This is an optimization exercise on Yosys and OpenROAD, whose aim is small area and a short achievable clock period, not a production implementation.
In this exercise RTL edits were held to simulation tests only and were not proved equivalent to the original.
Power and IR drop assume default switching activity.

<file path="flow/constraint.sdc">
create_clock -name core_clock -period 10.0 [get_ports {clk}]
set_input_delay 2.0000 -clock core_clock [delete_from_list [all_inputs] [get_ports {clk}]]
set_output_delay 2.0000 -clock core_clock [all_outputs]
set_load 0.01 [all_outputs]
</file>
<file path="flow/run.sh">
#!/bin/bash
# synth_recipe.tcl (not shown) runs the flow's synth.tcl, then flattens the netlist and writes it again
# the make line also repeats each setting of config.mk as NAME=value (left out here)
make -C /OpenROAD-flow-scripts/flow DESIGN_CONFIG=/design/flow/config.mk WORK_HOME=/design/flow/orfs CLKGATE_MAP_FILE= SYNTH_SCRIPT=/design/flow/synth_recipe.tcl finish
</file>
<file path="flow/design.v">
module Register_File(clk, rst, RegWrite, Rs1, Rs2, Rd, Write_data, read_data1_n, read_data2_n);
input clk, rst, RegWrite;
input [4:0] Rs1, Rs2, Rd;
input [31:0] Write_data;
output [31:0] read_data1_n, read_data2_n;
wire [31:0] wd = Write_data & {32{~rst}};
wire [31:0] q [0:31];
assign q[0] = 32'b0;
genvar k, b;
generate
  for (k = 1; k < 32; k = k + 1) begin : row
    reg [31:0] r;
    wire en = rst | (RegWrite & (Rd == k));
    always @(posedge clk)
      if (en) r <= wd;
    assign q[k] = r;
  end
endgenerate
wire [31:0] oh1, oh2;
generate
  for (k = 0; k < 32; k = k + 1) begin : dec
    assign oh1[k] = (Rs1 == k);
    assign oh2[k] = (Rs2 == k);
  end
  for (b = 0; b < 32; b = b + 1) begin : rb
    wire [10:0] y1, y2;
    wire [2:0]  n1, n2;
    for (k = 0; k < 10; k = k + 1) begin : g
      aoi222 u1(.a1(q[3*k+1][b]), .b1(oh1[3*k+1]), .a2(q[3*k+2][b]), .b2(oh1[3*k+2]),
                .a3(q[3*k+3][b]), .b3(oh1[3*k+3]), .y(y1[k]));
      aoi222 u2(.a1(q[3*k+1][b]), .b1(oh2[3*k+1]), .a2(q[3*k+2][b]), .b2(oh2[3*k+2]),
                .a3(q[3*k+3][b]), .b3(oh2[3*k+3]), .y(y2[k]));
    end
    c_nand2 t1(.a(q[31][b]), .b(oh1[31]), .y(y1[10]));
    c_nand2 t2(.a(q[31][b]), .b(oh2[31]), .y(y2[10]));
    c_nand4 a1(.a(y1[0]), .b(y1[1]), .c(y1[2]), .d(y1[3]), .y(n1[0]));
    c_nand4 b1(.a(y1[4]), .b(y1[5]), .c(y1[6]), .d(y1[7]), .y(n1[1]));
    c_nand3 c1(.a(y1[8]), .b(y1[9]), .c(y1[10]), .y(n1[2]));
    c_nor3  d1(.a(n1[0]), .b(n1[1]), .c(n1[2]), .y(read_data1_n[b]));
    c_nand4 a2(.a(y2[0]), .b(y2[1]), .c(y2[2]), .d(y2[3]), .y(n2[0]));
    c_nand4 b2(.a(y2[4]), .b(y2[5]), .c(y2[6]), .d(y2[7]), .y(n2[1]));
    c_nand3 c2(.a(y2[8]), .b(y2[9]), .c(y2[10]), .y(n2[2]));
    c_nor3  d2(.a(n2[0]), .b(n2[1]), .c(n2[2]), .y(read_data2_n[b]));
  end
endgenerate
endmodule
module aoi222(a1, b1, a2, b2, a3, b3, y);
input a1, b1, a2, b2, a3, b3;
output y;
assign y = ~((a1 & b1) | (a2 & b2) | (a3 & b3));
endmodule
module ks_add(an, b, bn, cin, s);
input  [31:0] an, b, bn;
input  cin;
output [31:0] s;
wire p0, p1, p2, p3, p4, p5, p6, p7, p8, p9, p10, p11, p12, p13, p14, p15, p16, p17, p18, p19, p20, p21, p22, p23, p24, p25, p26, p27, p28, p29, p30, p31, g0, g1, g2, g3, g4, g5, g6, g7, g8, g9, g10, g11, g12, g13, g14, g15, g16, g17, g18, g19, g20, g21, g22, g23, g24, g25, g26, g27, g28, g29, g30, g31, G1_1, G1_2, P1_2, G1_3, P1_3, G1_4, P1_4, G1_5, P1_5, G1_6, P1_6, G1_7, P1_7, G1_8, P1_8, G1_9, P1_9, G1_10, P1_10, G1_11, P1_11, G1_12, P1_12, G1_13, P1_13, G1_14, P1_14, G1_15, P1_15, G1_16, P1_16, G1_17, P1_17, G1_18, P1_18, G1_19, P1_19, G1_20, P1_20, G1_21, P1_21, G1_22, P1_22, G1_23, P1_23, G1_24, P1_24, G1_25, P1_25, G1_26, P1_26, G1_27, P1_27, G1_28, P1_28, G1_29, P1_29, G1_30, P1_30, G1_31, P1_31, g0_i, G2_2, G2_3, G2_4, P2_4, G2_5, P2_5, G2_6, P2_6, G2_7, P2_7, G2_8, P2_8, G2_9, P2_9, G2_10, P2_10, G2_11, P2_11, G2_12, P2_12, G2_13, P2_13, G2_14, P2_14, G2_15, P2_15, G2_16, P2_16, G2_17, P2_17, G2_18, P2_18, G2_19, P2_19, G2_20, P2_20, G2_21, P2_21, G2_22, P2_22, G2_23, P2_23, G2_24, P2_24, G2_25, P2_25, G2_26, P2_26, G2_27, P2_27, G2_28, P2_28, G2_29, P2_29, G2_30, P2_30, G2_31, P2_31, G3_4, G1_1_i, G3_5, G3_6, G3_7, G3_8, P3_8, G3_9, P3_9, G3_10, P3_10, G3_11, P3_11, G3_12, P3_12, G3_13, P3_13, G3_14, P3_14, G3_15, P3_15, G3_16, P3_16, G3_17, P3_17, G3_18, P3_18, G3_19, P3_19, G3_20, P3_20, G3_21, P3_21, G3_22, P3_22, G3_23, P3_23, G3_24, P3_24, G3_25, P3_25, G3_26, P3_26, G3_27, P3_27, G3_28, P3_28, G3_29, P3_29, G3_30, P3_30, G3_31, P3_31, G4_8, G4_9, G2_2_i, G4_10, G2_3_i, G4_11, G4_12, G4_13, G4_14, G4_15, G4_16, P4_16, G4_17, P4_17, G4_18, P4_18, G4_19, P4_19, G4_20, P4_20, G4_21, P4_21, G4_22, P4_22, G4_23, P4_23, G4_24, P4_24, G4_25, P4_25, G4_26, P4_26, G4_27, P4_27, G4_28, P4_28, G4_29, P4_29, G4_30, P4_30, G4_31, P4_31, G5_16, G5_17, G5_18, G5_19, G3_4_i, G5_20, G3_5_i, G5_21, G3_6_i, G5_22, G3_7_i, G5_23, G5_24, G5_25, G5_26, G5_27, G5_28, G5_29, G5_30, G5_31;
  c_xnor2 u1(.a(an[0]), .b(b[0]), .y(p0));
  c_xnor2 u2(.a(an[1]), .b(b[1]), .y(p1));
  c_xnor2 u3(.a(an[2]), .b(b[2]), .y(p2));
  c_xnor2 u4(.a(an[3]), .b(b[3]), .y(p3));
  c_xnor2 u5(.a(an[4]), .b(b[4]), .y(p4));
  c_xnor2 u6(.a(an[5]), .b(b[5]), .y(p5));
  c_xnor2 u7(.a(an[6]), .b(b[6]), .y(p6));
  c_xnor2 u8(.a(an[7]), .b(b[7]), .y(p7));
  c_xnor2 u9(.a(an[8]), .b(b[8]), .y(p8));
  c_xnor2 u10(.a(an[9]), .b(b[9]), .y(p9));
  c_xnor2 u11(.a(an[10]), .b(b[10]), .y(p10));
  c_xnor2 u12(.a(an[11]), .b(b[11]), .y(p11));
  c_xnor2 u13(.a(an[12]), .b(b[12]), .y(p12));
  c_xnor2 u14(.a(an[13]), .b(b[13]), .y(p13));
  c_xnor2 u15(.a(an[14]), .b(b[14]), .y(p14));
  c_xnor2 u16(.a(an[15]), .b(b[15]), .y(p15));
  c_xnor2 u17(.a(an[16]), .b(b[16]), .y(p16));
  c_xnor2 u18(.a(an[17]), .b(b[17]), .y(p17));
  c_xnor2 u19(.a(an[18]), .b(b[18]), .y(p18));
  c_xnor2 u20(.a(an[19]), .b(b[19]), .y(p19));
  c_xnor2 u21(.a(an[20]), .b(b[20]), .y(p20));
  c_xnor2 u22(.a(an[21]), .b(b[21]), .y(p21));
  c_xnor2 u23(.a(an[22]), .b(b[22]), .y(p22));
  c_xnor2 u24(.a(an[23]), .b(b[23]), .y(p23));
  c_xnor2 u25(.a(an[24]), .b(b[24]), .y(p24));
  c_xnor2 u26(.a(an[25]), .b(b[25]), .y(p25));
  c_xnor2 u27(.a(an[26]), .b(b[26]), .y(p26));
  c_xnor2 u28(.a(an[27]), .b(b[27]), .y(p27));
  c_xnor2 u29(.a(an[28]), .b(b[28]), .y(p28));
  c_xnor2 u30(.a(an[29]), .b(b[29]), .y(p29));
  c_xnor2 u31(.a(an[30]), .b(b[30]), .y(p30));
  c_xnor2 u32(.a(an[31]), .b(b[31]), .y(p31));
  c_gcin u33(.an(an[0]), .bn(bn[0]), .c(cin), .y(g0));
  c_nor2 u34(.a(an[1]), .b(bn[1]), .y(g1));
  c_nor2 u35(.a(an[2]), .b(bn[2]), .y(g2));
  c_nor2 u36(.a(an[3]), .b(bn[3]), .y(g3));
  c_nor2 u37(.a(an[4]), .b(bn[4]), .y(g4));
  c_nor2 u38(.a(an[5]), .b(bn[5]), .y(g5));
  c_nor2 u39(.a(an[6]), .b(bn[6]), .y(g6));
  c_nor2 u40(.a(an[7]), .b(bn[7]), .y(g7));
  c_nor2 u41(.a(an[8]), .b(bn[8]), .y(g8));
  c_nor2 u42(.a(an[9]), .b(bn[9]), .y(g9));
  c_nor2 u43(.a(an[10]), .b(bn[10]), .y(g10));
  c_nor2 u44(.a(an[11]), .b(bn[11]), .y(g11));
  c_nor2 u45(.a(an[12]), .b(bn[12]), .y(g12));
  c_nor2 u46(.a(an[13]), .b(bn[13]), .y(g13));
  c_nor2 u47(.a(an[14]), .b(bn[14]), .y(g14));
  c_nor2 u48(.a(an[15]), .b(bn[15]), .y(g15));
  c_nor2 u49(.a(an[16]), .b(bn[16]), .y(g16));
  c_nor2 u50(.a(an[17]), .b(bn[17]), .y(g17));
  c_nor2 u51(.a(an[18]), .b(bn[18]), .y(g18));
  c_nor2 u52(.a(an[19]), .b(bn[19]), .y(g19));
  c_nor2 u53(.a(an[20]), .b(bn[20]), .y(g20));
  c_nor2 u54(.a(an[21]), .b(bn[21]), .y(g21));
  c_nor2 u55(.a(an[22]), .b(bn[22]), .y(g22));
  c_nor2 u56(.a(an[23]), .b(bn[23]), .y(g23));
  c_nor2 u57(.a(an[24]), .b(bn[24]), .y(g24));
  c_nor2 u58(.a(an[25]), .b(bn[25]), .y(g25));
  c_nor2 u59(.a(an[26]), .b(bn[26]), .y(g26));
  c_nor2 u60(.a(an[27]), .b(bn[27]), .y(g27));
  c_nor2 u61(.a(an[28]), .b(bn[28]), .y(g28));
  c_nor2 u62(.a(an[29]), .b(bn[29]), .y(g29));
  c_nor2 u63(.a(an[30]), .b(bn[30]), .y(g30));
  c_nor2 u64(.a(an[31]), .b(bn[31]), .y(g31));
  c_a21oi u65(.a1(p1), .a2(g0), .b1(g1), .y(G1_1));
  c_a21oi u66(.a1(p2), .a2(g1), .b1(g2), .y(G1_2));
  c_nand2 u67(.a(p2), .b(p1), .y(P1_2));
  c_a21oi u68(.a1(p3), .a2(g2), .b1(g3), .y(G1_3));
  c_nand2 u69(.a(p3), .b(p2), .y(P1_3));
  c_a21oi u70(.a1(p4), .a2(g3), .b1(g4), .y(G1_4));
  c_nand2 u71(.a(p4), .b(p3), .y(P1_4));
  c_a21oi u72(.a1(p5), .a2(g4), .b1(g5), .y(G1_5));
  c_nand2 u73(.a(p5), .b(p4), .y(P1_5));
  c_a21oi u74(.a1(p6), .a2(g5), .b1(g6), .y(G1_6));
  c_nand2 u75(.a(p6), .b(p5), .y(P1_6));
  c_a21oi u76(.a1(p7), .a2(g6), .b1(g7), .y(G1_7));
  c_nand2 u77(.a(p7), .b(p6), .y(P1_7));
  c_a21oi u78(.a1(p8), .a2(g7), .b1(g8), .y(G1_8));
  c_nand2 u79(.a(p8), .b(p7), .y(P1_8));
  c_a21oi u80(.a1(p9), .a2(g8), .b1(g9), .y(G1_9));
  c_nand2 u81(.a(p9), .b(p8), .y(P1_9));
  c_a21oi u82(.a1(p10), .a2(g9), .b1(g10), .y(G1_10));
  c_nand2 u83(.a(p10), .b(p9), .y(P1_10));
  c_a21oi u84(.a1(p11), .a2(g10), .b1(g11), .y(G1_11));
  c_nand2 u85(.a(p11), .b(p10), .y(P1_11));
  c_a21oi u86(.a1(p12), .a2(g11), .b1(g12), .y(G1_12));
  c_nand2 u87(.a(p12), .b(p11), .y(P1_12));
  c_a21oi u88(.a1(p13), .a2(g12), .b1(g13), .y(G1_13));
  c_nand2 u89(.a(p13), .b(p12), .y(P1_13));
  c_a21oi u90(.a1(p14), .a2(g13), .b1(g14), .y(G1_14));
  c_nand2 u91(.a(p14), .b(p13), .y(P1_14));
  c_a21oi u92(.a1(p15), .a2(g14), .b1(g15), .y(G1_15));
  c_nand2 u93(.a(p15), .b(p14), .y(P1_15));
  c_a21oi u94(.a1(p16), .a2(g15), .b1(g16), .y(G1_16));
  c_nand2 u95(.a(p16), .b(p15), .y(P1_16));
  c_a21oi u96(.a1(p17), .a2(g16), .b1(g17), .y(G1_17));
  c_nand2 u97(.a(p17), .b(p16), .y(P1_17));
  c_a21oi u98(.a1(p18), .a2(g17), .b1(g18), .y(G1_18));
  c_nand2 u99(.a(p18), .b(p17), .y(P1_18));
  c_a21oi u100(.a1(p19), .a2(g18), .b1(g19), .y(G1_19));
  c_nand2 u101(.a(p19), .b(p18), .y(P1_19));
  c_a21oi u102(.a1(p20), .a2(g19), .b1(g20), .y(G1_20));
  c_nand2 u103(.a(p20), .b(p19), .y(P1_20));
  c_a21oi u104(.a1(p21), .a2(g20), .b1(g21), .y(G1_21));
  c_nand2 u105(.a(p21), .b(p20), .y(P1_21));
  c_a21oi u106(.a1(p22), .a2(g21), .b1(g22), .y(G1_22));
  c_nand2 u107(.a(p22), .b(p21), .y(P1_22));
  c_a21oi u108(.a1(p23), .a2(g22), .b1(g23), .y(G1_23));
  c_nand2 u109(.a(p23), .b(p22), .y(P1_23));
  c_a21oi u110(.a1(p24), .a2(g23), .b1(g24), .y(G1_24));
  c_nand2 u111(.a(p24), .b(p23), .y(P1_24));
  c_a21oi u112(.a1(p25), .a2(g24), .b1(g25), .y(G1_25));
  c_nand2 u113(.a(p25), .b(p24), .y(P1_25));
  c_a21oi u114(.a1(p26), .a2(g25), .b1(g26), .y(G1_26));
  c_nand2 u115(.a(p26), .b(p25), .y(P1_26));
  c_a21oi u116(.a1(p27), .a2(g26), .b1(g27), .y(G1_27));
  c_nand2 u117(.a(p27), .b(p26), .y(P1_27));
  c_a21oi u118(.a1(p28), .a2(g27), .b1(g28), .y(G1_28));
  c_nand2 u119(.a(p28), .b(p27), .y(P1_28));
  c_a21oi u120(.a1(p29), .a2(g28), .b1(g29), .y(G1_29));
  c_nand2 u121(.a(p29), .b(p28), .y(P1_29));
  c_a21oi u122(.a1(p30), .a2(g29), .b1(g30), .y(G1_30));
  c_nand2 u123(.a(p30), .b(p29), .y(P1_30));
  c_a21oi u124(.a1(p31), .a2(g30), .b1(g31), .y(G1_31));
  c_nand2 u125(.a(p31), .b(p30), .y(P1_31));
  c_inv u126(.a(g0), .y(g0_i));
  c_o21ai u127(.a1(P1_2), .a2(g0_i), .b1(G1_2), .y(G2_2));
  c_o21ai u128(.a1(P1_3), .a2(G1_1), .b1(G1_3), .y(G2_3));
  c_o21ai u129(.a1(P1_4), .a2(G1_2), .b1(G1_4), .y(G2_4));
  c_nor2 u130(.a(P1_4), .b(P1_2), .y(P2_4));
  c_o21ai u131(.a1(P1_5), .a2(G1_3), .b1(G1_5), .y(G2_5));
  c_nor2 u132(.a(P1_5), .b(P1_3), .y(P2_5));
  c_o21ai u133(.a1(P1_6), .a2(G1_4), .b1(G1_6), .y(G2_6));
  c_nor2 u134(.a(P1_6), .b(P1_4), .y(P2_6));
  c_o21ai u135(.a1(P1_7), .a2(G1_5), .b1(G1_7), .y(G2_7));
  c_nor2 u136(.a(P1_7), .b(P1_5), .y(P2_7));
  c_o21ai u137(.a1(P1_8), .a2(G1_6), .b1(G1_8), .y(G2_8));
  c_nor2 u138(.a(P1_8), .b(P1_6), .y(P2_8));
  c_o21ai u139(.a1(P1_9), .a2(G1_7), .b1(G1_9), .y(G2_9));
  c_nor2 u140(.a(P1_9), .b(P1_7), .y(P2_9));
  c_o21ai u141(.a1(P1_10), .a2(G1_8), .b1(G1_10), .y(G2_10));
  c_nor2 u142(.a(P1_10), .b(P1_8), .y(P2_10));
  c_o21ai u143(.a1(P1_11), .a2(G1_9), .b1(G1_11), .y(G2_11));
  c_nor2 u144(.a(P1_11), .b(P1_9), .y(P2_11));
  c_o21ai u145(.a1(P1_12), .a2(G1_10), .b1(G1_12), .y(G2_12));
  c_nor2 u146(.a(P1_12), .b(P1_10), .y(P2_12));
  c_o21ai u147(.a1(P1_13), .a2(G1_11), .b1(G1_13), .y(G2_13));
  c_nor2 u148(.a(P1_13), .b(P1_11), .y(P2_13));
  c_o21ai u149(.a1(P1_14), .a2(G1_12), .b1(G1_14), .y(G2_14));
  c_nor2 u150(.a(P1_14), .b(P1_12), .y(P2_14));
  c_o21ai u151(.a1(P1_15), .a2(G1_13), .b1(G1_15), .y(G2_15));
  c_nor2 u152(.a(P1_15), .b(P1_13), .y(P2_15));
  c_o21ai u153(.a1(P1_16), .a2(G1_14), .b1(G1_16), .y(G2_16));
  c_nor2 u154(.a(P1_16), .b(P1_14), .y(P2_16));
  c_o21ai u155(.a1(P1_17), .a2(G1_15), .b1(G1_17), .y(G2_17));
  c_nor2 u156(.a(P1_17), .b(P1_15), .y(P2_17));
  c_o21ai u157(.a1(P1_18), .a2(G1_16), .b1(G1_18), .y(G2_18));
  c_nor2 u158(.a(P1_18), .b(P1_16), .y(P2_18));
  c_o21ai u159(.a1(P1_19), .a2(G1_17), .b1(G1_19), .y(G2_19));
  c_nor2 u160(.a(P1_19), .b(P1_17), .y(P2_19));
  c_o21ai u161(.a1(P1_20), .a2(G1_18), .b1(G1_20), .y(G2_20));
  c_nor2 u162(.a(P1_20), .b(P1_18), .y(P2_20));
  c_o21ai u163(.a1(P1_21), .a2(G1_19), .b1(G1_21), .y(G2_21));
  c_nor2 u164(.a(P1_21), .b(P1_19), .y(P2_21));
  c_o21ai u165(.a1(P1_22), .a2(G1_20), .b1(G1_22), .y(G2_22));
  c_nor2 u166(.a(P1_22), .b(P1_20), .y(P2_22));
  c_o21ai u167(.a1(P1_23), .a2(G1_21), .b1(G1_23), .y(G2_23));
  c_nor2 u168(.a(P1_23), .b(P1_21), .y(P2_23));
  c_o21ai u169(.a1(P1_24), .a2(G1_22), .b1(G1_24), .y(G2_24));
  c_nor2 u170(.a(P1_24), .b(P1_22), .y(P2_24));
  c_o21ai u171(.a1(P1_25), .a2(G1_23), .b1(G1_25), .y(G2_25));
  c_nor2 u172(.a(P1_25), .b(P1_23), .y(P2_25));
  c_o21ai u173(.a1(P1_26), .a2(G1_24), .b1(G1_26), .y(G2_26));
  c_nor2 u174(.a(P1_26), .b(P1_24), .y(P2_26));
  c_o21ai u175(.a1(P1_27), .a2(G1_25), .b1(G1_27), .y(G2_27));
  c_nor2 u176(.a(P1_27), .b(P1_25), .y(P2_27));
  c_o21ai u177(.a1(P1_28), .a2(G1_26), .b1(G1_28), .y(G2_28));
  c_nor2 u178(.a(P1_28), .b(P1_26), .y(P2_28));
  c_o21ai u179(.a1(P1_29), .a2(G1_27), .b1(G1_29), .y(G2_29));
  c_nor2 u180(.a(P1_29), .b(P1_27), .y(P2_29));
  c_o21ai u181(.a1(P1_30), .a2(G1_28), .b1(G1_30), .y(G2_30));
  c_nor2 u182(.a(P1_30), .b(P1_28), .y(P2_30));
  c_o21ai u183(.a1(P1_31), .a2(G1_29), .b1(G1_31), .y(G2_31));
  c_nor2 u184(.a(P1_31), .b(P1_29), .y(P2_31));
  c_a21oi u185(.a1(P2_4), .a2(g0), .b1(G2_4), .y(G3_4));
  c_inv u186(.a(G1_1), .y(G1_1_i));
  c_a21oi u187(.a1(P2_5), .a2(G1_1_i), .b1(G2_5), .y(G3_5));
  c_a21oi u188(.a1(P2_6), .a2(G2_2), .b1(G2_6), .y(G3_6));
  c_a21oi u189(.a1(P2_7), .a2(G2_3), .b1(G2_7), .y(G3_7));
  c_a21oi u190(.a1(P2_8), .a2(G2_4), .b1(G2_8), .y(G3_8));
  c_nand2 u191(.a(P2_8), .b(P2_4), .y(P3_8));
  c_a21oi u192(.a1(P2_9), .a2(G2_5), .b1(G2_9), .y(G3_9));
  c_nand2 u193(.a(P2_9), .b(P2_5), .y(P3_9));
  c_a21oi u194(.a1(P2_10), .a2(G2_6), .b1(G2_10), .y(G3_10));
  c_nand2 u195(.a(P2_10), .b(P2_6), .y(P3_10));
  c_a21oi u196(.a1(P2_11), .a2(G2_7), .b1(G2_11), .y(G3_11));
  c_nand2 u197(.a(P2_11), .b(P2_7), .y(P3_11));
  c_a21oi u198(.a1(P2_12), .a2(G2_8), .b1(G2_12), .y(G3_12));
  c_nand2 u199(.a(P2_12), .b(P2_8), .y(P3_12));
  c_a21oi u200(.a1(P2_13), .a2(G2_9), .b1(G2_13), .y(G3_13));
  c_nand2 u201(.a(P2_13), .b(P2_9), .y(P3_13));
  c_a21oi u202(.a1(P2_14), .a2(G2_10), .b1(G2_14), .y(G3_14));
  c_nand2 u203(.a(P2_14), .b(P2_10), .y(P3_14));
  c_a21oi u204(.a1(P2_15), .a2(G2_11), .b1(G2_15), .y(G3_15));
  c_nand2 u205(.a(P2_15), .b(P2_11), .y(P3_15));
  c_a21oi u206(.a1(P2_16), .a2(G2_12), .b1(G2_16), .y(G3_16));
  c_nand2 u207(.a(P2_16), .b(P2_12), .y(P3_16));
  c_a21oi u208(.a1(P2_17), .a2(G2_13), .b1(G2_17), .y(G3_17));
  c_nand2 u209(.a(P2_17), .b(P2_13), .y(P3_17));
  c_a21oi u210(.a1(P2_18), .a2(G2_14), .b1(G2_18), .y(G3_18));
  c_nand2 u211(.a(P2_18), .b(P2_14), .y(P3_18));
  c_a21oi u212(.a1(P2_19), .a2(G2_15), .b1(G2_19), .y(G3_19));
  c_nand2 u213(.a(P2_19), .b(P2_15), .y(P3_19));
  c_a21oi u214(.a1(P2_20), .a2(G2_16), .b1(G2_20), .y(G3_20));
  c_nand2 u215(.a(P2_20), .b(P2_16), .y(P3_20));
  c_a21oi u216(.a1(P2_21), .a2(G2_17), .b1(G2_21), .y(G3_21));
  c_nand2 u217(.a(P2_21), .b(P2_17), .y(P3_21));
  c_a21oi u218(.a1(P2_22), .a2(G2_18), .b1(G2_22), .y(G3_22));
  c_nand2 u219(.a(P2_22), .b(P2_18), .y(P3_22));
  c_a21oi u220(.a1(P2_23), .a2(G2_19), .b1(G2_23), .y(G3_23));
  c_nand2 u221(.a(P2_23), .b(P2_19), .y(P3_23));
  c_a21oi u222(.a1(P2_24), .a2(G2_20), .b1(G2_24), .y(G3_24));
  c_nand2 u223(.a(P2_24), .b(P2_20), .y(P3_24));
  c_a21oi u224(.a1(P2_25), .a2(G2_21), .b1(G2_25), .y(G3_25));
  c_nand2 u225(.a(P2_25), .b(P2_21), .y(P3_25));
  c_a21oi u226(.a1(P2_26), .a2(G2_22), .b1(G2_26), .y(G3_26));
  c_nand2 u227(.a(P2_26), .b(P2_22), .y(P3_26));
  c_a21oi u228(.a1(P2_27), .a2(G2_23), .b1(G2_27), .y(G3_27));
  c_nand2 u229(.a(P2_27), .b(P2_23), .y(P3_27));
  c_a21oi u230(.a1(P2_28), .a2(G2_24), .b1(G2_28), .y(G3_28));
  c_nand2 u231(.a(P2_28), .b(P2_24), .y(P3_28));
  c_a21oi u232(.a1(P2_29), .a2(G2_25), .b1(G2_29), .y(G3_29));
  c_nand2 u233(.a(P2_29), .b(P2_25), .y(P3_29));
  c_a21oi u234(.a1(P2_30), .a2(G2_26), .b1(G2_30), .y(G3_30));
  c_nand2 u235(.a(P2_30), .b(P2_26), .y(P3_30));
  c_a21oi u236(.a1(P2_31), .a2(G2_27), .b1(G2_31), .y(G3_31));
  c_nand2 u237(.a(P2_31), .b(P2_27), .y(P3_31));
  c_o21ai u238(.a1(P3_8), .a2(g0_i), .b1(G3_8), .y(G4_8));
  c_o21ai u239(.a1(P3_9), .a2(G1_1), .b1(G3_9), .y(G4_9));
  c_inv u240(.a(G2_2), .y(G2_2_i));
  c_o21ai u241(.a1(P3_10), .a2(G2_2_i), .b1(G3_10), .y(G4_10));
  c_inv u242(.a(G2_3), .y(G2_3_i));
  c_o21ai u243(.a1(P3_11), .a2(G2_3_i), .b1(G3_11), .y(G4_11));
  c_o21ai u244(.a1(P3_12), .a2(G3_4), .b1(G3_12), .y(G4_12));
  c_o21ai u245(.a1(P3_13), .a2(G3_5), .b1(G3_13), .y(G4_13));
  c_o21ai u246(.a1(P3_14), .a2(G3_6), .b1(G3_14), .y(G4_14));
  c_o21ai u247(.a1(P3_15), .a2(G3_7), .b1(G3_15), .y(G4_15));
  c_o21ai u248(.a1(P3_16), .a2(G3_8), .b1(G3_16), .y(G4_16));
  c_nor2 u249(.a(P3_16), .b(P3_8), .y(P4_16));
  c_o21ai u250(.a1(P3_17), .a2(G3_9), .b1(G3_17), .y(G4_17));
  c_nor2 u251(.a(P3_17), .b(P3_9), .y(P4_17));
  c_o21ai u252(.a1(P3_18), .a2(G3_10), .b1(G3_18), .y(G4_18));
  c_nor2 u253(.a(P3_18), .b(P3_10), .y(P4_18));
  c_o21ai u254(.a1(P3_19), .a2(G3_11), .b1(G3_19), .y(G4_19));
  c_nor2 u255(.a(P3_19), .b(P3_11), .y(P4_19));
  c_o21ai u256(.a1(P3_20), .a2(G3_12), .b1(G3_20), .y(G4_20));
  c_nor2 u257(.a(P3_20), .b(P3_12), .y(P4_20));
  c_o21ai u258(.a1(P3_21), .a2(G3_13), .b1(G3_21), .y(G4_21));
  c_nor2 u259(.a(P3_21), .b(P3_13), .y(P4_21));
  c_o21ai u260(.a1(P3_22), .a2(G3_14), .b1(G3_22), .y(G4_22));
  c_nor2 u261(.a(P3_22), .b(P3_14), .y(P4_22));
  c_o21ai u262(.a1(P3_23), .a2(G3_15), .b1(G3_23), .y(G4_23));
  c_nor2 u263(.a(P3_23), .b(P3_15), .y(P4_23));
  c_o21ai u264(.a1(P3_24), .a2(G3_16), .b1(G3_24), .y(G4_24));
  c_nor2 u265(.a(P3_24), .b(P3_16), .y(P4_24));
  c_o21ai u266(.a1(P3_25), .a2(G3_17), .b1(G3_25), .y(G4_25));
  c_nor2 u267(.a(P3_25), .b(P3_17), .y(P4_25));
  c_o21ai u268(.a1(P3_26), .a2(G3_18), .b1(G3_26), .y(G4_26));
  c_nor2 u269(.a(P3_26), .b(P3_18), .y(P4_26));
  c_o21ai u270(.a1(P3_27), .a2(G3_19), .b1(G3_27), .y(G4_27));
  c_nor2 u271(.a(P3_27), .b(P3_19), .y(P4_27));
  c_o21ai u272(.a1(P3_28), .a2(G3_20), .b1(G3_28), .y(G4_28));
  c_nor2 u273(.a(P3_28), .b(P3_20), .y(P4_28));
  c_o21ai u274(.a1(P3_29), .a2(G3_21), .b1(G3_29), .y(G4_29));
  c_nor2 u275(.a(P3_29), .b(P3_21), .y(P4_29));
  c_o21ai u276(.a1(P3_30), .a2(G3_22), .b1(G3_30), .y(G4_30));
  c_nor2 u277(.a(P3_30), .b(P3_22), .y(P4_30));
  c_o21ai u278(.a1(P3_31), .a2(G3_23), .b1(G3_31), .y(G4_31));
  c_nor2 u279(.a(P3_31), .b(P3_23), .y(P4_31));
  c_a21oi u280(.a1(P4_16), .a2(g0), .b1(G4_16), .y(G5_16));
  c_a21oi u281(.a1(P4_17), .a2(G1_1_i), .b1(G4_17), .y(G5_17));
  c_a21oi u282(.a1(P4_18), .a2(G2_2), .b1(G4_18), .y(G5_18));
  c_a21oi u283(.a1(P4_19), .a2(G2_3), .b1(G4_19), .y(G5_19));
  c_inv u284(.a(G3_4), .y(G3_4_i));
  c_a21oi u285(.a1(P4_20), .a2(G3_4_i), .b1(G4_20), .y(G5_20));
  c_inv u286(.a(G3_5), .y(G3_5_i));
  c_a21oi u287(.a1(P4_21), .a2(G3_5_i), .b1(G4_21), .y(G5_21));
  c_inv u288(.a(G3_6), .y(G3_6_i));
  c_a21oi u289(.a1(P4_22), .a2(G3_6_i), .b1(G4_22), .y(G5_22));
  c_inv u290(.a(G3_7), .y(G3_7_i));
  c_a21oi u291(.a1(P4_23), .a2(G3_7_i), .b1(G4_23), .y(G5_23));
  c_a21oi u292(.a1(P4_24), .a2(G4_8), .b1(G4_24), .y(G5_24));
  c_a21oi u293(.a1(P4_25), .a2(G4_9), .b1(G4_25), .y(G5_25));
  c_a21oi u294(.a1(P4_26), .a2(G4_10), .b1(G4_26), .y(G5_26));
  c_a21oi u295(.a1(P4_27), .a2(G4_11), .b1(G4_27), .y(G5_27));
  c_a21oi u296(.a1(P4_28), .a2(G4_12), .b1(G4_28), .y(G5_28));
  c_a21oi u297(.a1(P4_29), .a2(G4_13), .b1(G4_29), .y(G5_29));
  c_a21oi u298(.a1(P4_30), .a2(G4_14), .b1(G4_30), .y(G5_30));
  c_a21oi u299(.a1(P4_31), .a2(G4_15), .b1(G4_31), .y(G5_31));
  assign s[0] = p0 ^ cin;
  c_xor2 u300(.a(p1), .b(g0), .y(s[1]));
  c_xnor2 u301(.a(p2), .b(G1_1), .y(s[2]));
  c_xor2 u302(.a(p3), .b(G2_2), .y(s[3]));
  c_xor2 u303(.a(p4), .b(G2_3), .y(s[4]));
  c_xnor2 u304(.a(p5), .b(G3_4), .y(s[5]));
  c_xnor2 u305(.a(p6), .b(G3_5), .y(s[6]));
  c_xnor2 u306(.a(p7), .b(G3_6), .y(s[7]));
  c_xnor2 u307(.a(p8), .b(G3_7), .y(s[8]));
  c_xor2 u308(.a(p9), .b(G4_8), .y(s[9]));
  c_xor2 u309(.a(p10), .b(G4_9), .y(s[10]));
  c_xor2 u310(.a(p11), .b(G4_10), .y(s[11]));
  c_xor2 u311(.a(p12), .b(G4_11), .y(s[12]));
  c_xor2 u312(.a(p13), .b(G4_12), .y(s[13]));
  c_xor2 u313(.a(p14), .b(G4_13), .y(s[14]));
  c_xor2 u314(.a(p15), .b(G4_14), .y(s[15]));
  c_xor2 u315(.a(p16), .b(G4_15), .y(s[16]));
  c_xnor2 u316(.a(p17), .b(G5_16), .y(s[17]));
  c_xnor2 u317(.a(p18), .b(G5_17), .y(s[18]));
  c_xnor2 u318(.a(p19), .b(G5_18), .y(s[19]));
  c_xnor2 u319(.a(p20), .b(G5_19), .y(s[20]));
  c_xnor2 u320(.a(p21), .b(G5_20), .y(s[21]));
  c_xnor2 u321(.a(p22), .b(G5_21), .y(s[22]));
  c_xnor2 u322(.a(p23), .b(G5_22), .y(s[23]));
  c_xnor2 u323(.a(p24), .b(G5_23), .y(s[24]));
  c_xnor2 u324(.a(p25), .b(G5_24), .y(s[25]));
  c_xnor2 u325(.a(p26), .b(G5_25), .y(s[26]));
  c_xnor2 u326(.a(p27), .b(G5_26), .y(s[27]));
  c_xnor2 u327(.a(p28), .b(G5_27), .y(s[28]));
  c_xnor2 u328(.a(p29), .b(G5_28), .y(s[29]));
  c_xnor2 u329(.a(p30), .b(G5_29), .y(s[30]));
  c_xnor2 u330(.a(p31), .b(G5_30), .y(s[31]));
endmodule
module c_xor2(a, b, y);   input a, b; output y; assign y = a ^ b; endmodule
module c_xnor2(a, b, y);  input a, b; output y; assign y = ~(a ^ b); endmodule
module c_and2(a, b, y);   input a, b; output y; assign y = a & b; endmodule
module c_nand2(a, b, y);  input a, b; output y; assign y = ~(a & b); endmodule
module c_nor2(a, b, y);   input a, b; output y; assign y = ~(a | b); endmodule
module c_inv(a, y);       input a; output y; assign y = ~a; endmodule
module c_nand3(a, b, c, y); input a, b, c; output y; assign y = ~(a & b & c); endmodule
module c_nand4(a, b, c, d, y); input a, b, c, d; output y; assign y = ~(a & b & c & d); endmodule
module c_nor3(a, b, c, y); input a, b, c; output y; assign y = ~(a | b | c); endmodule
module c_gcin(an, bn, c, y); input an, bn, c; output y; assign y = c ? ~(an & bn) : ~(an | bn); endmodule
module c_a21oi(a1, a2, b1, y); input a1, a2, b1; output y; assign y = ~((a1 & a2) | b1); endmodule
module c_o21ai(a1, a2, b1, y); input a1, a2, b1; output y; assign y = ~((a1 | a2) & b1); endmodule
module RISCV_Top(
		  input         clk,
		  input         rst,
		  output [31:0] imem_addr,
		  input  [31:0] imem_rdata,
		  output [31:0] dmem_addr,
		  output [31:0] dmem_wdata,
		  output        dmem_we,
		  output        dmem_re,
		  input  [31:0] dmem_rdata
		);
wire [31:0] ins = imem_rdata;
wire [6:0]  op  = ins[6:0];
wire [2:0]  f3  = ins[14:12];
wire [6:0]  f7  = ins[31:25];
wire is_r  = (op == 7'b0110011);
wire is_i  = (op == 7'b0010011);
wire is_ld = (op == 7'b0000011);
wire is_st = (op == 7'b0100011);
wire is_br = (op == 7'b1100011);
reg  [31:0] pc;
wire [31:0] rs1n, rs2n;              
wire [31:0] rs1v = ~rs1n;
wire [31:0] rs2v = ~rs2n;
wire [11:0] mimm = ins[5] ? {ins[31:25], ins[11:7]} : ins[31:20];
wire [31:0] aimm = {{20{mimm[11]}}, mimm};
wire [31:0] addr;
ks_add add_addr(.an(rs1n), .b(aimm), .bn(~aimm), .cin(1'b0), .s(addr));
wire [31:0] immI = {{20{ins[31]}}, ins[31:20]};
wire [31:0] opb  = ins[5] ? rs2v : immI;         
wire        f7z  = (f7 == 7'b0000000);
wire        lsel = ~ins[5] | f7z;                
wire        do_sub = ins[5] & (f7 == 7'b0100000) & (f3 == 3'b000);
wire        do_and = lsel & (f3 == 3'b111);
wire        do_or  = lsel & (f3 == 3'b110);
wire        do_xor = lsel & (f3 == 3'b100);
wire [31:0] bsum = opb ^ {32{do_sub}};
wire [31:0] sum;
ks_add add_alu(.an(rs1n), .b(bsum), .bn(~bsum), .cin(do_sub), .s(sum));
wire [31:0] x    = rs1v ^ opb;
wire [31:0] alu  = do_and ? (rs1v & opb) :
                   do_or  ? (rs1v | opb) :
                   do_xor ? x : sum;
wire [31:0] wb   = ins[4] ? alu : dmem_rdata;
wire        we   = is_r | is_i | is_ld;
Register_File Reg_File(.clk(clk), .rst(rst), .RegWrite(we),
                       .Rs1(ins[19:15]), .Rs2(ins[24:20]), .Rd(ins[11:7]),
                       .Write_data(wb), .read_data1_n(rs1n), .read_data2_n(rs2n));
wire [31:0] immB   = {{20{ins[31]}}, ins[7], ins[30:25], ins[11:8], 1'b0};
wire [31:0] pc_br  = pc + immB;
wire [31:0] pc_4   = {pc[31:2] + 30'd1, pc[1:0]};
wire        taken  = is_br & ~|x;                
wire [31:0] pc_nx  = taken ? pc_br : pc_4;
always @(posedge clk)
  if (rst) pc <= 32'b0;
  else     pc <= pc_nx;
assign imem_addr  = pc;
assign dmem_addr  = addr;
assign dmem_wdata = rs2v;
assign dmem_we    = is_st;
assign dmem_re    = is_ld;
endmodule
</file>
<file path="flow/config.mk">
export PLATFORM = sky130hd
export DESIGN_NAME = RISCV_Top
export DESIGN_NICKNAME = RISCV_Top
export VERILOG_FILES = /design/flow/design.v
export SDC_FILE = /design/flow/constraint.sdc
export NUM_CORES = 4
export LEC_CHECK = 0
export CAP_MARGIN = 20
export CORE_MARGIN = 2
export CORE_UTILIZATION = 50
export CTS_CLUSTER_DIAMETER = 60
export CTS_CLUSTER_SIZE = 16
export PLACE_DENSITY = 0.66
export SETUP_SLACK_MARGIN = 3
export SLEW_MARGIN = 20
export SYNTH_HIERARCHICAL = 1
</file>
==> results of run 1 <==
## power by group through the flow
stage | Combinational (uW) | Sequential (uW) | Clock (uW)
after floorplan | 1540 | 5800 | 0
after global placement | 2670 | 5850 | 0
after detailed placement | 2690 | 5880 | 0
after CTS | 3100 | 5790 | 3260
after global routing | 3580 | 5860 | 3400
final | 3440 | 5810 | 3270
## worst max-delay path, stage by stage
cell,delay (ns)
buf_6,0.12
nand2b_4,0.23
nor3_4,0.06
buf_12,0.15
buf_12,0.14
a222oi_1,0.38
nand4_1,0.60
nor3_2,0.42
buf_6,0.19
xnor2_4,0.15
buf_12,0.15
nand2_4,0.08
nor2_4,0.23
nand2_2,0.11
o21ai_2,0.17
buf_4,0.15
xor2_1,0.17
buf_2,0.16
## layer usage
metal  track usage, %  wire length (microns)  up-vias
met3             14.3                  33500      950
li1                 -                      -    17600
met1             47.1                  67200    20900
met5                0                    147        -
met2             59.8                  90400     3895
met4             22.9                  16300        8
## cell usage in the layout, fill, tap and decap left out, types with 69 or more instances in the layout
master / n
xnor2_1: 99
buf_6: 74
a21oi_2: 122
nor2_4: 75
edfxtp_1: 992
clkdlybuf4s50_1: 115
buf_4: 359
nor2_1: 166
inv_1: 175
buf_12: 69
ha_1: 95
nand4_1: 138
nand2_1: 208
a222oi_1: 640
nand3_1: 91
clkbuf_16: 87
## final timing paths
check,to,slack (ns),start
max,dmem_addr[11],2.31,imem_rdata[18]
min,pc[1],0.48,pc[1]
min reg2reg,pc[1],0.48,pc[1]
max reg2reg,Reg_File.row[15].r[25],4.84,Reg_File.row[24].r[3]
## state kept, by name, indices dropped and copies added (netlist names)
name / flops
Reg_File.row.r: 992
pc: 31
## stage by stage
stage	worst slack (ns)	utilization (%)	instance area [sq um]	hold slack (ns)	power, uW
5_1_grt	2.32	63.6	63400	0.507	12900
6_report	2.31	63.6	63400	0.480	12500
3_3_place_gp	0.655	55.3	55200	0.470	8530
2_1_floorplan	3.00	-	50400	0.496	7340
4_1_cts	2.62	62.1	61900	0.486	12100
3_5_place_dp	0.702	55.3	55200	0.477	8580
## timing repair
item,CTS,global route
pin swaps,229,141
buffers inserted,244,79
gates cloned,17,5
hold buffers,0,0
endpoints found under the setup margin,1017,801
resized for setup,528,167
## final cells by class
class	instances	area, sq um
fill	7277	36300
clock buffer	85	2080
inverter	181	682
tap	1298	1620
timing repair buffer	673	6610
multi-input combinational	2513	21600
clock inverter	33	472
sequential	1023	30400
antenna	3	7.51
==> summary.md, run 1 <==
| Metric | Value |
|---|---|
| Routed WL | `208,000 microns` |
| Cell Rows | `around 120` |
| Final period utilization | `between 70% and 80%` |
| RSZ-0062 raised after global routing | `true` |
| Clock Latency Late Sink | `0.71 ns` |
| Largest net degree at the start of global routing | `84` |
| Combinational share of power | `approximately 28%` |
| Drt pass-1 iters | `15` |
| Worst reg-to-reg path cell count | `18` |
| Global-route wire length before repair | `around 290,000 microns` |
| Port bufs | `162` |
| Final Setup Violations | `0` |
| P_int | `8420 uW` |
| Static leakage | `roughly 0.023 uW` |
| Clk buf depth | `3` |
| Critical Path AT | `5.69 ns` |
| CTS tree | `yes` |
| Least-Margin Pin Slew | `1.24 ns` |
| Kind of critical path | `in2out` |
| Final setup skew | `0.0613 ns` |
| Setup crit start kind | `primary input` |
| Setup TNS | `0 ns` |
| Sequential Power Share | `between 40% and 50%` |
| Starting Density | `between 50% and 60%` |
| Vias in the first global route | `40,800` |
| Syn Inst Count | `3,769` |
| Tmin final | `7.69 ns` |
| Hold crit path type | `reg2reg` |
| Nets | `4,637` |
| Antenna violations before repair | `6` |
| Crit path max fanout | `6` |
| Via density | `7.46` |
| Residual DRC | `0` |
| Clock group share of total power | `26.1%` |
| Iter 0 DRT Violations | `10,100` |
| # H-tree levels | `3` |
| Die Area | `103,000 sq um` |
| Die height | `320 microns` |
| Slew Limit Fails | `0` |
| Fraction of layout cells with a size suffix above 1 | `28.5%` |
| WL per Instance | `35.7 microns` |
| P_sw | `4110 uW` |
| Clk root buf | `clkbuf_16` |
| Peak VDD IR | `~0.18 mV` |
| I/O Pins | `164` |
| Inserted Clock Buffers | `83` |
| Crit. End Element | `output pin` |
| Clk sinks | `1,023` |
| RD Place Congestion | `slightly above 1` |
| Sw Share | `between 30 and 40%` |
| Worst path required time | `8.00 ns` |
| Layout Cells excl Fill | `5,809` |
| Number of vias after detailed routing | `around 43,000` |
| PD cells | `197 nW/um^2` |
| Gr ovfl total | `0` |
| Total of max-cap violations | `0` |
| Placed cells | `5,343` |
| Post-route ant nets | `0` |
| FMAX | `about 130 MHz` |
| Hold path depth | `2` |
| Area delta synth->final | `26.8%` |
| Final Hold Fails | `0` |
| Detailed Place HPWL | `127,000 microns` |
| Global router's overall resource usage | `38.9%` |
| Avg Cell Area, Syn | `13.3 sq um` |
| Clk slew on worst S/H paths | `around 0.07 ns` |
| Yosys warnings | `8` |
| Status | `no timing/DRC/antenna violations` |
| Worst slew margin | `between 10% and 20%` |
| Syn Std Cell Area | `50,000 sq um` |
| DIE WIDTH | `between 300 and 400 microns` |
| Core Region | `99,700 sq um` |
==> run 2, diff against run 1 <==
==> flow/flow/run.sh (new file) <==
#!/bin/bash
# Own flow: the standard layout (standard.sh, unchanged synthesis), with
#  - the port buffers inserted as buf_2 cells (the resizer sizes them up
#    where timing needs it) instead of the default delay-buffer cell,
#  - clock tree synthesis without dummy balancing loads, with larger sink
#    clusters.
set -euo pipefail
export BUFFER_PORTS_ARGS="-buffer_cell sky130_fd_sc_hd__buf_2"
export CTS_ARGS="-sink_clustering_enable -repair_clock_nets -dont_use_dummy_load -sink_clustering_size 16 -sink_clustering_max_diameter 60"
bash standard.sh synth > synth.log 2>&1
bash standard.sh finish > layout.log 2>&1
==> flow/standard.sh (new file) <==
#!/bin/bash
# synth_recipe.tcl (not shown) runs the flow's synth.tcl, then flattens the netlist and writes it again
# the make line also repeats each setting of config.mk as NAME=value (left out here)
make -C /OpenROAD-flow-scripts/flow DESIGN_CONFIG=/design/flow/config.mk WORK_HOME=/design/flow/orfs CLKGATE_MAP_FILE= SYNTH_SCRIPT=/design/flow/synth_recipe.tcl "${@:-finish}"
--- a/flow/config.mk
+++ b/flow/config.mk
@@ -9,6 +9,4 @@
 export CORE_MARGIN = 2
 export CORE_UTILIZATION = 50
-export CTS_CLUSTER_DIAMETER = 60
-export CTS_CLUSTER_SIZE = 16
 export PLACE_DENSITY = 0.66
 export SETUP_SLACK_MARGIN = 3
removed: flow/run.sh
==> run 2 against run 1 <==
  * Count of clock-buffer cells in the layout up 1
  * Critical endpoint is now dmem_addr[10]
  * Clock power decreased by 9.2%
  * Largest power group unchanged
  * Critical path depth decreased by 1
  * Maximum frequency grew 1.4%
  * First-iteration DRC count decreased by 2.2%
==> summary.md, run 2 <==
| Metric | Value |
|---|---|
| # H-tree levels | `3 (unchanged)` |
| RSZ-0062 raised after global routing | `true` |
| Place WS | `1.21 ns (+0.511 ns)` |
| Starting Density | `50.2% (unchanged)` |
| Final Setup Violations | `0 (unchanged)` |
| Static leakage | `0.0227 uW (-1.6%)` |
| I/O Pins | `164 (unchanged)` |
| Crit path max fanout | `6 (unchanged)` |
| Most frequent cells in the layout | `edfxtp_1 (992), a222oi_1 (640), buf_4 (321), nand2_1 (200), inv_1 (177)` |
| Gr ovfl total | `0 (unchanged)` |
| Number of vias after detailed routing | `43,300 (-0.18%)` |
| Cell Rows | `116 (unchanged)` |
| Total of max-cap violations | `0 (unchanged)` |
| Setup crit start kind | `primary input` |
| Final Hold Fails | `0 (unchanged)` |
| Drt pass-1 iters | `15 (unchanged)` |
| Cts hold-fix bufs | `0 (unchanged)` |
| Final setup skew | `0.135 ns (+0.0733 ns)` |
| Status | `no timing/DRC/antenna violations` |
| Global router's overall resource usage | `39.2% (+0.29 points)` |
| Die Area | `103,000 sq um (unchanged)` |
| Inserted Clock Buffers | `86 (+3.6%)` |
| Hold crit path type | `reg2reg` |
| Largest Register | `Reg_File.row.r` |
| Clk root buf | `clkbuf_16` |
| Design Power | `12,100 uW (-3.6%)` |
| Syn Inst Count | `3,769 (unchanged)` |
| Flop-to-flop setup slack | `4.78 ns (-0.06 ns)` |
| Residual DRC | `0 (unchanged)` |
| Core Region | `99,700 sq um (unchanged)` |
| Peak VDD IR | `0.155 mV (-15%)` |
| Syn Std Cell Area | `50,000 sq um (unchanged)` |
| Leading cell type in the layout, fill and taps excluded | `edfxtp_1` |
| Global-route wire length before repair | `290,000 microns (+0.67%)` |
| Crit. End Element | `output pin` |
| Slew Limit Fails | `0 (unchanged)` |
| Worst path required time | `8.00 ns (about the same)` |
| Largest net degree at the start of global routing | `65 (-23%)` |
| Clk buf depth | `3 (unchanged)` |
| Antenna violations before repair | `6 (unchanged)` |
| RD Place Congestion | `0.950 (-6.0%)` |
| Setup WS post-layout | `2.41 ns (+0.107 ns)` |
| Avg Cell Area, Syn | `13.3 sq um (unchanged)` |
| Tmin final | `7.59 ns (-0.107 ns)` |
| Area delta synth->final | `23.9%` |
| Via density | `7.56 (+1.4%)` |
| Critical Path AT | `5.59 ns (-0.10 ns)` |
| Nets | `4,585 (-1.1%)` |
| Yosys warnings | `8 (unchanged)` |
| Worst slew margin | `20.7% (+3.7 points)` |
| Final period utilization | `75.9% (-1.1 points)` |
| Filler cells | `7,417 (+1.9%)` |
| Max reg flops | `992 (unchanged)` |
| Clk slew on worst S/H paths | `0.06 ns (about the same)` |
| Clk sinks | `1,023 (unchanged)` |
| PD cells | `195 nW/um^2 (-1.4%)` |
| Port bufs | `162 (unchanged)` |
| CTS tree | `yes` |
| DIE WIDTH | `320 microns (unchanged)` |
| WL per Instance | `36.4 microns (+1.8%)` |
| Kind of critical path | `in2out` |
| FMAX | `132 MHz (+1.4%)` |
| Top Registers | `Reg_File.row.r (992), pc (31)` |
| Clock Latency Late Sink | `0.72 ns (about the same)` |
| Iter 0 DRT Violations | `9,836 (-2.2%)` |
| Detailed Place HPWL | `127,000 microns (+0.14%)` |
| Post-route ant nets | `0 (unchanged)` |
| Min Hold Slack | `0.505 ns (+0.0252 ns)` |
| Setup TNS | `0 ns (unchanged)` |
| Fraction of layout cells with a size suffix above 1 | `29.8% (+1.4 points)` |
| Die height | `320 microns (unchanged)` |
| Least-Margin Pin Slew | `1.19 ns (-0.0553 ns)` |
| Routed WL | `208,000 microns (+0.23%)` |
| Vias in the first global route | `41,200 (+1.0%)` |
run 2: path summary, 6_finish.rpt:
path | startpoint | to | depth (start not counted)
setup / recovery | imem_rdata[15] | dmem_addr[10] | 17
hold / removal | pc[1] | pc[1] | 2
setup reg to reg | Reg_File.row[13].r[6] | Reg_File.row[10].r[11] | 16
hold reg to reg | pc[1] | pc[1] | 2
run 2: repair_timing:
item                                    CTS  global route
pin swaps                               221            99
gates resized for setup                 397           128
gates cloned                             23             1
endpoints found under the setup margin  864           789
setup buffers                           221            68
run 2: power breakdown:
group | switching, uW | internal, uW | leakage, uW
clock | 1460 | 1510 | 0.00106
combinational | 2140 | 1150 | 0.0112
sequential | 298 | 5510 | 0.0105
total | 3900 | 8170 | 0.0227
run 2: metrics by stage:
| step | area, sq um | cells | utilization [%] |
|---|---|---|---|
| 2_1_floorplan | 50400 | 3771 | - |
| 6_report | 62000 | 5720 | 62.2 |
| 3_5_place_dp | 54200 | 5318 | 54.4 |
| 5_1_grt | 62000 | 5720 | 62.2 |
| 3_3_place_gp | 54200 | 5318 | 54.4 |
| 4_1_cts | 60800 | 5648 | 61.0 |
run 2: final cells by class:
type | count | area (sq um) | share of cell area [%]
Sequential cell | 1023 | 30400 | 49.0
Timing Repair Buffer | 620 | 5500 | 8.86
Multi-Input combinational cell | 2511 | 21600 | 34.9
Inverter | 181 | 679 | 1.10
Tap cell | 1298 | 1620 | 2.62
Clock buffer | 86 | 2150 | 3.47
Antenna cell | 1 | 2.50 | 0.00404
run 2: routing by layer:
metal | routed length (microns) | global-route usage, %
met5 | 249 | 0.520
met4 | 14900 | 22.5
met3 | 33900 | 14.7
met2 | 91600 | 60.4
met1 | 67400 | 47.4
run 2: worst max-delay path: stages:
cell and delay, ns:
buf_16 0.11, or3b_4 0.29, nor2_4 0.09, buf_6 0.14, a222oi_1 0.41, nand4_1 0.66, nor3_4 0.34, buf_6 0.18
xnor2_4 0.18, buf_12 0.15, nand2_8 0.06, nor2_4 0.24, nand2_2 0.12, o21ai_4 0.20, buf_6 0.12, xor2_1 0.12
buf_2 0.15
==> run 3, diff against run 2 <==
--- a/flow/flow/run.sh
+++ b/flow/flow/run.sh
@@ -7,5 +7,5 @@
 set -euo pipefail
 export BUFFER_PORTS_ARGS="-buffer_cell sky130_fd_sc_hd__buf_2"
-export CTS_ARGS="-sink_clustering_enable -repair_clock_nets -dont_use_dummy_load -sink_clustering_size 16 -sink_clustering_max_diameter 60"
+export CTS_ARGS="-sink_clustering_enable -repair_clock_nets -dont_use_dummy_load -sink_clustering_size 20 -sink_clustering_max_diameter 70"
 bash standard.sh synth > synth.log 2>&1
 bash standard.sh finish > layout.log 2>&1
--- a/flow/config.mk
+++ b/flow/config.mk
@@ -8,7 +8,8 @@
 export CAP_MARGIN = 20
 export CORE_MARGIN = 2
-export CORE_UTILIZATION = 50
-export PLACE_DENSITY = 0.66
-export SETUP_SLACK_MARGIN = 3
+export CORE_UTILIZATION = 45
+export PLACE_DENSITY = 0.62
+export SETUP_SLACK_MARGIN = 2.5
 export SLEW_MARGIN = 20
 export SYNTH_HIERARCHICAL = 1
+export TNS_END_PERCENT = 5
==> run 3 against run 2 <==
  * Flip-flop and latch count did not move
  * Utilization fell by 8.1 points
  * Clock skew fell by 0.018 ns
  * Count of clock-buffer cells in the layout fell by 19
  * Critical path depth rose by 2
  * Wire length rose by 0.78%
  * Worst hold slack got worse by 0.031 ns
  * Sequential power barely moved
==> summary.md, run 3 <==
| Metric | Value |
|---|---|
| Syn Inst Count | `3,769 (unchanged)` |
| Nets | `4,481 (-2.3%)` |
| Iter 0 DRT Violations | `10,100 (+2.4%)` |
| Clk sinks | `1,023 (unchanged)` |
| Worst path required time | `8.00 ns (about the same)` |
| Die height | `337 microns (+5.3%)` |
| Vias in the first global route | `39,200 (-4.8%)` |
| Total of max-cap violations | `0 (unchanged)` |
| Fraction of layout cells with a size suffix above 1 | `25.9% (-3.9 points)` |
| Critical Path AT | `5.60 ns (about the same)` |
| Global-route wire length before repair | `287,000 microns (-0.70%)` |
| I/O Pins | `164 (unchanged)` |
| Port bufs | `162 (unchanged)` |
| Worst reg-to-reg path cell count | `18 (+2)` |
| Clk slew on worst S/H paths | `0.06 ns (about the same)` |
| Largest Register | `Reg_File.row.r` |
| DIE WIDTH | `337 microns (+5.3%)` |
| # H-tree levels | `3 (unchanged)` |
| FMAX | `132 MHz (-0.18%)` |
| Area of the multi-input gates | `20,700 sq um (-4.5%)` |
| Avg Cell Area, Syn | `13.3 sq um (unchanged)` |
| Syn Std Cell Area | `50,000 sq um (unchanged)` |
| Sequential cell area | `30,400 sq um (unchanged)` |
| Final Hold Fails | `0 (unchanged)` |
| Hold path depth | `2 (unchanged)` |
| WL per Instance | `36.1 microns (-0.70%)` |
| Status | `no timing/DRC/antenna violations` |
| Final Setup Violations | `0 (unchanged)` |
| Hold crit path type | `reg2reg` |
| Residual DRC | `0 (unchanged)` |
| Filler cells | `9,176 (+24%)` |
| Post-route cell area | `59,800 sq um (-3.6%)` |
| Clk buf depth | `3 (unchanged)` |
| Static leakage | `0.0215 uW (-5.1%)` |
| Yosys warnings | `8 (unchanged)` |
| Top Registers | `Reg_File.row.r (992), pc (31)` |
| Peak VDD IR | `0.132 mV (-15%)` |
| Leading cell type in the layout, fill and taps excluded | `edfxtp_1` |
| CTS tree | `yes` |
| Starting Density | `45.3% (-4.9 points)` |
| Post-route ant nets | `0 (unchanged)` |
| Cts hold-fix bufs | `0 (unchanged)` |
| Final period utilization | `76.0% (+0.13 points)` |
| Setup TNS | `0 ns (unchanged)` |
| RD Place Congestion | `1.00 (+5.6%)` |
| Cell Rows | `122 (+5.2%)` |
| Ant. Diodes | `0 (-1)` |
| Core Region | `111,000 sq um (+11%)` |
| Detailed Place HPWL | `129,000 microns (+1.9%)` |
| Dpl cell area | `54,600 sq um (+0.77%)` |
| Global router's overall resource usage | `35.5% (-3.7 points)` |
| Via density | `7.29 (-3.6%)` |
| Clock Latency Late Sink | `0.70 ns (-0.02 ns)` |
| Least-Margin Pin Slew | `1.20 ns (+0.00998 ns)` |
| Max reg flops | `992 (unchanged)` |
| Drt pass-1 iters | `14 (-1)` |
| Area delta synth->final | `19.5%` |
| Min Hold Slack | `0.474 ns (-0.0305 ns)` |
| Largest net degree at the start of global routing | `85 (+31%)` |
| Crit. End Element | `output pin` |
| Number of vias after detailed routing | `42,300 (-2.2%)` |
| Tmin final | `7.60 ns (+0.0134 ns)` |
| Inserted Clock Buffers | `67 (-22%)` |
| Final setup skew | `0.117 ns (-0.0180 ns)` |
| Clk root buf | `clkbuf_16` |
| Worst slew margin | `20.0% (-0.75 points)` |
| Setup crit start kind | `primary input` |
| Slew Limit Fails | `0 (unchanged)` |
| Crit path max fanout | `6 (unchanged)` |
| Antenna violations before repair | `9 (+3)` |
| Most frequent cells in the layout | `edfxtp_1 (992), a222oi_1 (640), buf_4 (284), nand2_1 (226), nor2_1 (182)` |
| Die Area | `114,000 sq um (+11%)` |
| PD cells | `189 nW/um^2 (-2.7%)` |
| Routed WL | `210,000 microns (+0.78%)` |
| Kind of critical path | `in2out` |
| RSZ-0062 raised after global routing | `true` |
| Gr ovfl total | `0 (unchanged)` |
-- run 3: report_power, final --
group,internal (uW),switching (uW),total (uW),leakage (uW)
registers,5510,293,5800,0.0105
logic,967,1980,2950,0.0102
clock network,1190,1390,2580,0.000826
-- run 3: critical path, stage by stage --
cell and delay [ns]:
buf_12 0.10, nand2b_4 0.19, buf_12 0.12, nor2_4 0.04, buf_12 0.14, buf_12 0.13
a222oi_1 0.29, nand4_1 0.67, nor3_4 0.38, buf_6 0.16, buf_6 0.13, nor2_1 0.08
a21oi_2 0.23, o21ai_2 0.10, a21oi_2 0.23, o21ai_2 0.13, a21oi_2 0.18, xnor2_1 0.13
buf_2 0.16
-- run 3: metal layers --
layer | vias to the layer above | track usage [%] | wire (microns)
li1 | 17300 | - | -
met1 | 20600 | 46.7 | 73300
met2 | 3733 | 52.3 | 89000
met3 | 706 | 11.9 | 34300
met4 | 6 | 17.9 | 12900
met5 | - | 0.213 | 37
-- run 3: cell type report --
cell class                      instances  share of cell area, %
Sequential cell                      1023                   50.9
Multi-Input combinational cell       2520                   34.6
Timing Repair Buffer                  526                   7.54
Tap cell                             1488                   3.11
Clock buffer                           67                   2.80
Inverter                              181                   1.14
-- run 3: what timing repair did --
action / 4_1_cts / 5_1_grt
gates cloned: 18 / 11
pin swaps: 67 / 90
setup buffers: 120 / 76
resized for setup: 105 / 145
setup endpoints to repair: 477 / 828
-- run 3: worst paths after layout --
path / startpoint / end / slack, ns
setup / recovery: imem_rdata[18] / dmem_addr[31] / 2.40
hold / removal: pc[1] / pc[1] / 0.47
setup reg to reg: Reg_File.row[22].r[29] / Reg_File.row[31].r[30] / 4.57
hold reg to reg: pc[1] / pc[1] / 0.47
-- run 3: through the flow --
stage                     worst slack (ns)  util [%]  std cells  power (uW)
final                                 2.40      54.1       5805       11300
after global routing                  2.33      54.1       5805       11700
after CTS                             2.25      52.7       5718       11100
after detailed placement              1.28      49.4       5513        8440
after global placement                1.32      49.4       5513        8400
after floorplan                       2.67         -       3771        7340
==> run 4, diff against run 3 <==
--- a/flow/config.mk
+++ b/flow/config.mk
@@ -10,6 +10,6 @@
 export CORE_UTILIZATION = 45
 export PLACE_DENSITY = 0.62
-export SETUP_SLACK_MARGIN = 2.5
+export SETUP_SLACK_MARGIN = 3
 export SLEW_MARGIN = 20
 export SYNTH_HIERARCHICAL = 1
-export TNS_END_PERCENT = 5
+export TNS_END_PERCENT = 0
==> run 4 against run 3 <==
  * Still clean
  * Power rose by 0.32%
  * Die area did not move
  * Combinational power barely moved
  * Count of clock-buffer cells in the layout rose by 2
  * Via count fell by 1.0%
  * Utilization fell by 0.42 points
  * Maximum frequency fell by 0.61%
  * Sequential power barely moved
  * Critical endpoint is now dmem_addr[13]
  * Largest cell class unchanged
  * Highest routed layer unchanged
==> summary.md, run 4 <==
| Metric | Value |
|---|---|
| Global-route wire length before repair | `279,000 microns (-2.9%)` |
| Post-route ant nets | `0 (unchanged)` |
| PD cells | `192 nW/um^2 (+1.1%)` |
| Number of vias after detailed routing | `41,900 (-1.0%)` |
| Top Registers | `Reg_File.row.r (992), pc (31)` |
| Setup WS post-layout | `2.35 ns (-0.0469 ns)` |
| Fraction of layout cells with a size suffix above 1 | `25.6% (-0.30 points)` |
| Max reg flops | `992 (unchanged)` |
| Gr ovfl total | `0 (unchanged)` |
| Design Power | `11,400 uW (+0.32%)` |
| Final Hold Fails | `0 (unchanged)` |
| Clock Latency Late Sink | `0.69 ns (about the same)` |
| Status | `no timing/DRC/antenna violations` |
| RSZ-0062 raised after global routing | `true` |
| Core Region | `111,000 sq um (unchanged)` |
| Tmin final | `7.65 ns (+0.0469 ns)` |
| # H-tree levels | `3 (unchanged)` |
| Crit. End Element | `output pin` |
| Iter 0 DRT Violations | `9,667 (-4.0%)` |
| Clk root buf | `clkbuf_16` |
| Clk sinks | `1,023 (unchanged)` |
| Worst path required time | `8.00 ns (about the same)` |
| Family with the most delay on the worst path | `simple AND/OR/NAND/NOR gates` |
| Kind of critical path | `in2out` |
| Routed WL | `202,000 microns (-3.6%)` |
| CP Cell Sequence | `buf_16 -> or3b_4 -> buf_4 -> nor2_4 -> a222oi_1 -> nand4_1 -> nor3_4 -> buf_4 -> buf_4 -> nor2_1 -> a21oi_2 -> o21ai_1 -> a21oi_4 -> o21ai_2 -> buf_4 -> xor2_1 -> buf_2` |
| Die height | `337 microns (unchanged)` |
| Total of max-cap violations | `0 (unchanged)` |
| Antenna violations before repair | `7 (-2)` |
| Flop-to-flop setup slack | `4.50 ns (-0.07 ns)` |
| Bufs and invs on worst path | `6 (-1)` |
| FMAX | `131 MHz (-0.61%)` |
| Max incr delay on CP | `0.54 ns (-0.13 ns)` |
| Yosys warnings | `8 (unchanged)` |
| Final period utilization | `76.5% (+0.47 points)` |
| Cell Rows | `122 (unchanged)` |
| Drt pass-1 iters | `13 (-1)` |
| Place WS | `1.37 ns (+0.0882 ns)` |
| Setup crit start kind | `primary input` |
| Static leakage | `0.0214 uW (-0.78%)` |
| Setup TNS | `0 ns (unchanged)` |
| Worst slew margin | `25.6% (+5.7 points)` |
| Least-Margin Pin Slew | `1.12 ns (-0.0840 ns)` |
| Nets | `4,465 (-0.36%)` |
| Final setup skew | `0.120 ns (+0.00371 ns)` |
| Largest net degree at the start of global routing | `65 (-24%)` |
| Cts hold-fix bufs | `0 (unchanged)` |
| Area delta synth->final | `18.6%` |
| Inserted Clock Buffers | `69 (+3.0%)` |
| Global router's overall resource usage | `34.4% (-1.1 points)` |
| Slew Limit Fails | `0 (unchanged)` |
| I/O Pins | `164 (unchanged)` |
| Peak VDD IR | `0.123 mV (-6.7%)` |
| Final Setup Violations | `0 (unchanged)` |
| Via density | `7.23 (-0.83%)` |
| Slowest CP cell | `nand4_1` |
| Die Area | `114,000 sq um (unchanged)` |
| RD Place Congestion | `0.977 (-2.6%)` |
| Most frequent CP cell | `buf_4` |
| Clk slew on worst S/H paths | `0.06 ns (about the same)` |
| Avg Cell Area, Syn | `13.3 sq um (unchanged)` |
| Leading cell type in the layout, fill and taps excluded | `edfxtp_1` |
| Starting Density | `45.3% (unchanged)` |
| Vias in the first global route | `38,800 (-1.1%)` |
| DIE WIDTH | `337 microns (unchanged)` |
| Hold crit path type | `reg2reg` |
| Residual DRC | `0 (unchanged)` |
| WL per Instance | `34.9 microns (-3.4%)` |
| Syn Std Cell Area | `50,000 sq um (unchanged)` |
| Crit path max fanout | `6 (unchanged)` |
| Clk buf depth | `3 (unchanged)` |
| CTS tree | `yes` |
| Critical Path AT | `5.65 ns (+0.05 ns)` |
| Port bufs | `162 (unchanged)` |
| Detailed Place HPWL | `129,000 microns (-0.40%)` |
| Syn Inst Count | `3,769 (unchanged)` |
| Most frequent cells in the layout | `edfxtp_1 (992), a222oi_1 (640), buf_4 (306), nand2_1 (223), nor2_1 (179)` |
| Largest Register | `Reg_File.row.r` |
-- run 4: what timing repair did --
item                                    in CTS  in global routing
setup buffers                              139                 47
cloned                                      10                  0
pin swaps                                   85                 78
endpoints found under the setup margin     944                953
resized for setup                          146                101
-- run 4: final timing paths --
check / start / to / cells after the start
setup reg to reg: Reg_File.row[13].r[22] / Reg_File.row[11].r[24] / 18
setup / recovery: imem_rdata[15] / dmem_addr[13] / 17
hold / removal: pc[1] / pc[1] / 2
hold reg to reg: pc[1] / pc[1] / 2
-- run 4: tightest hold or removal path: stages (launching register included) --
cell     delay, ns
dfxtp_1       0.32
nand2_1       0.05
a21oi_1       0.05
-- run 4: cell type report --
| class | instances | area (sq um) |
|---|---|---|
| fillers | 9179 | 51200 |
| flip-flops and latches | 1023 | 30400 |
| multi-input cells | 2503 | 20500 |
| clock buffers | 69 | 1730 |
| inverters | 181 | 679 |
| repair buffers | 525 | 4150 |
| well taps | 1488 | 1860 |
| diodes | 3 | 7.51 |
-- run 4: power breakdown --
part	switching, uW	internal, uW
Sequential	296	5510
Clock	1390	1220
Combinational	1980	968
-- run 4: stage by stage --
step / hold slack, ns / util (%) / cell area (sq um) / std cells
6_report: 0.474 / 53.7 / 59300 / 5792
5_1_grt: 0.496 / 53.7 / 59300 / 5789
4_1_cts: 0.475 / 52.9 / 58500 / 5742
3_5_place_dp: 0.466 / 49.4 / 54600 / 5524
3_3_place_gp: 0.460 / 49.4 / 54600 / 5524
2_1_floorplan: 0.496 / - / 50300 / 3771
-- run 4: metal layers --
metal / routed length (microns) / global-route usage (%) / up-vias
met3: 32400 / 12.6 / 681
met4: 11100 / 15.1 / 6
li1: - / - / 17200
met1: 71500 / 44.6 / 20400
met2: 86800 / 51.6 / 3542
met5: 230 / 0.298 / -

[port drivers added, routing unchanged]
The results above use ideal ports. As a check the final layouts listed here were re-extracted and re-timed, cells and wires unchanged. Step 1 sets driving cells, clkbuf_16 on the clock port and buf_2 on the other inputs (assumed; they add their load-dependent delay and slew). Step 2 times the ports against the registers' clock, not the clock port: input delays grow and output delays shrink by t, the midpoint of the rising clock arrivals with the driver on. Three values: ideal ports, drivers, drivers and shift; two values: the first two.
run	t, ns	setup WS [ns]	worst setup path after step 2
run 1	0.750	2.307 / 2.262 / 2.262	input to output
run 2	0.718	2.414 / 2.287 / 2.234	input to register
run 3	0.715	2.401 / 2.269 / 1.811	input to register
run 4	0.712	2.354 / 2.251 / 1.745	input to register
After both steps every run listed still meets setup and hold. The setup slack of run 4, which loses most, moves by -0.103 ns with the drivers and by -0.609 ns with both steps.
